Background: an optimization exercise with open tools, aiming at small area. Do not read the settings as production practice.
The RTL was checked by simulation tests, not by an equivalence proof against the original design.
Power and IR drop assume default switching activity.

## rev 12
// MazeRunner
module MazeRunner(clk,RST_n,SS_n,MOSI,MISO,SCLK,PWMR,PWML,
                  DIRR,DIRL,IR_EN,BMPL_n,BMPR_n,buzz,
                  buzz_n,RX,LED);
For scale: roughly 960 cells after synthesis, ~220 flip-flops, ~24 I/O pins, ~11000 µm² of cells after synthesis.
make LEC_CHECK=0 CAP_MARGIN=20 CORE_MARGIN=2 CORE_UTILIZATION=40 CTS_BUF_LIST=sky130_fd_sc_hd__clkbuf_8 CTS_CLUSTER_DIAMETER=60 CTS_CLUSTER_SIZE=16 PLACE_DENSITY=0.6 SLEW_MARGIN=20 finish   # period 10.0 ns
run.sh (not shown) runs the stock make flow with config.mk's settings and CLKGATE_MAP_FILE= SYNTH_SCRIPT=/design/flow/synth_recipe.tcl, a recipe that flattens the netlist after the stock synthesis.
Here is what was changed in the inputs of rev 13 compared with rev 12.
==> flow/flow/run.sh (new file) <==
#!/bin/bash
# Own flow: the standard layout, with synthesis mapped for area by ABC.
# Synthesis runs first with flow/synth_area.tcl (the standard flow's synthesis script
# with a different ABC script); standard.sh then runs the remaining steps
# from the synthesized netlist.  Each tool's output goes to its own log.
set -euo pipefail
W=$(pwd)
make -C "$FLOW_HOME" DESIGN_CONFIG="$W/config.mk" WORK_HOME="$W/orfs" CLKGATE_MAP_FILE= \
  SYNTH_SCRIPT="$W/flow/synth_area.tcl" synth > "$W/synth.log" 2>&1
# clock tree: clkbuf_8 leaves over clusters of up to 16 registers, no
# dummy loads
export CTS_ARGS="-sink_clustering_enable -repair_clock_nets -sink_clustering_size 16 -sink_clustering_max_diameter 60 -buf_list sky130_fd_sc_hd__clkbuf_8 -dont_use_dummy_load"
bash "$W/standard.sh" finish > "$W/layout.log" 2>&1
test -s "$W/out/final.def"
==> flow/flow/abc_area.script (new file) <==
strash
balance
rewrite
refactor
balance
rewrite
rewrite -z
balance
refactor -z
rewrite -z
balance
balance
rewrite
refactor
balance
rewrite
rewrite -z
balance
refactor -z
rewrite -z
balance
dch -f
amap
topo
dnsize -c
==> flow/flow/synth_area.tcl (new file) <==
# The standard synthesis script (synth_recipe.tcl), with the ABC step
# mapping for area: same passes, same registers; only the combinational
# mapping script differs.
set area_script [file join [file dirname [file normalize [info script]]] abc_area.script]
proc synth {args} { yosys synth -nofsm -noshare {*}$args }
proc abc {args} {
  global area_script
  set i [lsearch $args -script]
  if {$i >= 0} {
    set args [lreplace $args $i [expr {$i + 1}] -script $area_script]
  }
  yosys abc {*}$args
}
source $::env(SCRIPTS_DIR)/synth.tcl
# left out here: clear keep_hierarchy, flatten, clean up, hide names made inside functions, write 1_2_yosys.v
==> flow/standard.sh (new file) <==
#!/bin/bash
# synth_recipe.tcl (not shown) runs the flow's synth.tcl, then flattens the netlist and writes it again
# the make line also repeats each setting of config.mk as NAME=value (left out here)
make -C /OpenROAD-flow-scripts/flow DESIGN_CONFIG=/design/flow/config.mk WORK_HOME=/design/flow/orfs CLKGATE_MAP_FILE= SYNTH_SCRIPT=/design/flow/synth_recipe.tcl "${@:-finish}"
removed: flow/run.sh
### Flow results
- For rev 13, the slowest library cell on the worst path was fa_1, unlike rev 12, where it was o211a_1.
- Relative to rev 12, number of rows created at floorplan has decreased by 2 in rev 13.
- Rev 13 against rev 12: number of multi-input combinational cells decreased by 48 relative to the old numbers; wire length decreased by 880 µm relative to the old numbers; sequential share of cell area increased by 2.6 points relative to the old numbers; total power decreased by 62 µW relative to the old numbers; worst supply voltage drop on vdd decreased by about 14% relative to the old numbers.
- What rev 12 reported for number of library cell types mapped by synthesis has to be multiplied by 0.64 to get the figure for rev 13.
- On overall routing resource usage, rev 12 tracks rev 13 almost exactly.

========
MazeRunner, a different RTL version from the one above (not shown whole).
Size in the first run: about 220 flip-flops, ~0.010 mm² of cells after synthesis.
## MazeRunner
module MazeRunner(clk,RST_n,SS_n,MOSI,MISO,SCLK,PWMR,PWML,
                  DIRR,DIRL,IR_EN,BMPL_n,BMPR_n,buzz,
                  buzz_n,RX,LED);
Settings: LEC_CHECK=0, CAP_MARGIN=20, CORE_MARGIN=2, CORE_UTILIZATION=65, CTS_BUF_LIST=sky130_fd_sc_hd__clkbuf_8, CTS_CLUSTER_DIAMETER=60, CTS_CLUSTER_SIZE=16, PLACE_DENSITY=0.75, SLEW_MARGIN=20; clock period 10.0 ns.
standard.sh (not shown) runs the stock make flow with config.mk's settings and CLKGATE_MAP_FILE= SYNTH_SCRIPT=/design/flow/synth_recipe.tcl, a recipe that flattens the netlist after the stock synthesis.
==> flow/flow/run.sh <==
#!/bin/bash
# Own flow: the standard layout, with synthesis mapped for area by ABC
# (no full-adder cell extraction: ABC maps the adders too).
# Synthesis runs first with flow/synth_area.tcl (the standard flow's synthesis script
# with a different ABC script); standard.sh then runs the remaining steps
# from the synthesized netlist.  Each tool's output goes to its own log.
set -euo pipefail
W=$(pwd)
make -C "$FLOW_HOME" DESIGN_CONFIG="$W/config.mk" WORK_HOME="$W/orfs" CLKGATE_MAP_FILE= \
  SYNTH_SCRIPT="$W/flow/synth_area.tcl" ADDER_MAP_FILE= synth > "$W/synth.log" 2>&1
# clock tree: clkbuf_8 leaves over clusters of up to 16 registers, no
# dummy loads
export CTS_ARGS="-sink_clustering_enable -repair_clock_nets -sink_clustering_size 10 -sink_clustering_max_diameter 40 -buf_list sky130_fd_sc_hd__clkbuf_4 -dont_use_dummy_load"
# every port still gets a buffer, the smallest one
export BUFFER_PORTS_ARGS="-buffer_cell sky130_fd_sc_hd__buf_1"
bash "$W/standard.sh" finish > "$W/layout.log" 2>&1
test -s "$W/out/final.def"
==> flow/flow/abc_area.script <==
strash
dc2
dc2
balance
rewrite
refactor
balance
rewrite
rewrite -z
balance
refactor -z
rewrite -z
balance
dch -f
amap
topo
dnsize -c
==> flow/flow/synth_area.tcl <==
# The standard synthesis script (synth_recipe.tcl), with the ABC step
# mapping for area: same passes, same registers; only the combinational
# mapping script differs.
set area_script [file join [file dirname [file normalize [info script]]] abc_area.script]
proc synth {args} { yosys synth -nofsm -noshare {*}$args }
proc abc {args} {
  global area_script
  set i [lsearch $args -script]
  if {$i >= 0} {
    set args [lreplace $args $i [expr {$i + 1}] -script $area_script]
  }
  yosys abc {*}$args
}
source $::env(SCRIPTS_DIR)/synth.tcl
# left out here: clear keep_hierarchy, flatten, clean up, hide names made inside functions, write 1_2_yosys.v
==> next run, changes <==
--- a/flow/flow/run.sh
+++ b/flow/flow/run.sh
@@ -12,3 +12,3 @@
 # dummy loads
-export CTS_ARGS="-sink_clustering_enable -repair_clock_nets -sink_clustering_size 10 -sink_clustering_max_diameter 40 -buf_list sky130_fd_sc_hd__clkbuf_4 -dont_use_dummy_load"
+export CTS_ARGS="-sink_clustering_enable -repair_clock_nets -sink_clustering_size 16 -sink_clustering_max_diameter 60 -buf_list sky130_fd_sc_hd__clkbuf_8 -dont_use_dummy_load"
 # every port still gets a buffer, the smallest one
Outcome: The changed run produced a clean layout; first-iteration DRC count goes down by about a fifth; core utilization barely changes; sequential cell count does not change; final cell count is lower slightly; maximum frequency increases slightly; area after synthesis stays the same; critical path depth shrinks by 29.

========
run K:
MazeRunner, a different RTL version from the one above (not shown whole).
clock: 10.0 ns
lec_check: 0
cap_margin: 20
core_margin: 2
core_utilization: 40
cts_buf_list: sky130_fd_sc_hd__clkbuf_8
cts_cluster_diameter: 60
cts_cluster_size: 16
place_density: 0.6
slew_margin: 20
==> flow/flow/run.sh <==
#!/bin/bash
# Own flow: the standard layout, with synthesis mapped for area by ABC
# (no full-adder cell extraction: ABC maps the adders too).
# Synthesis runs first with flow/synth_area.tcl (the standard flow's synthesis script
# with a different ABC script); standard.sh then runs the remaining steps
# from the synthesized netlist.  Each tool's output goes to its own log.
set -euo pipefail
W=$(pwd)
make -C "$FLOW_HOME" DESIGN_CONFIG="$W/config.mk" WORK_HOME="$W/orfs" CLKGATE_MAP_FILE= \
  SYNTH_SCRIPT="$W/flow/synth_area.tcl" ADDER_MAP_FILE= synth > "$W/synth.log" 2>&1
# clock tree: clkbuf_8 leaves over clusters of up to 16 registers, no
# dummy loads
export CTS_ARGS="-sink_clustering_enable -repair_clock_nets -sink_clustering_size 16 -sink_clustering_max_diameter 60 -buf_list sky130_fd_sc_hd__clkbuf_8 -dont_use_dummy_load"
# every port still gets a buffer, the smallest one
export BUFFER_PORTS_ARGS="-buffer_cell sky130_fd_sc_hd__buf_1"
bash "$W/standard.sh" finish > "$W/layout.log" 2>&1
test -s "$W/out/final.def"
Scripts as last shown in full above: flow/flow/abc_area.script, flow/flow/synth_area.tcl
Run K was carried through to the last stage, and its layout satisfied the timing, design-rule and antenna checks.
What run P does differently from run K at the input level:
-- flow/flow/run.sh --
<<< run K, line 12
# dummy loads
export CTS_ARGS="-sink_clustering_enable -repair_clock_nets -sink_clustering_size 16 -sink_clustering_max_diameter 60 -buf_list sky130_fd_sc_hd__clkbuf_8 -dont_use_dummy_load"
# every port still gets a buffer, the smallest one
>>> run P, line 12
# dummy loads
export CTS_ARGS="-sink_clustering_enable -repair_clock_nets -sink_clustering_size 20 -sink_clustering_max_diameter 60 -buf_list sky130_fd_sc_hd__clkbuf_8 -dont_use_dummy_load"
# every port still gets a buffer, the smallest one
--- outcome ---
- Share of final layout cell area taken by clock buffers and inverters across run K and run P: no real change.
- Run P -> run K: synthesized cell count delta 0, exact match
- The combined global-route utilization of all metal layers was comparable across run K and run P.
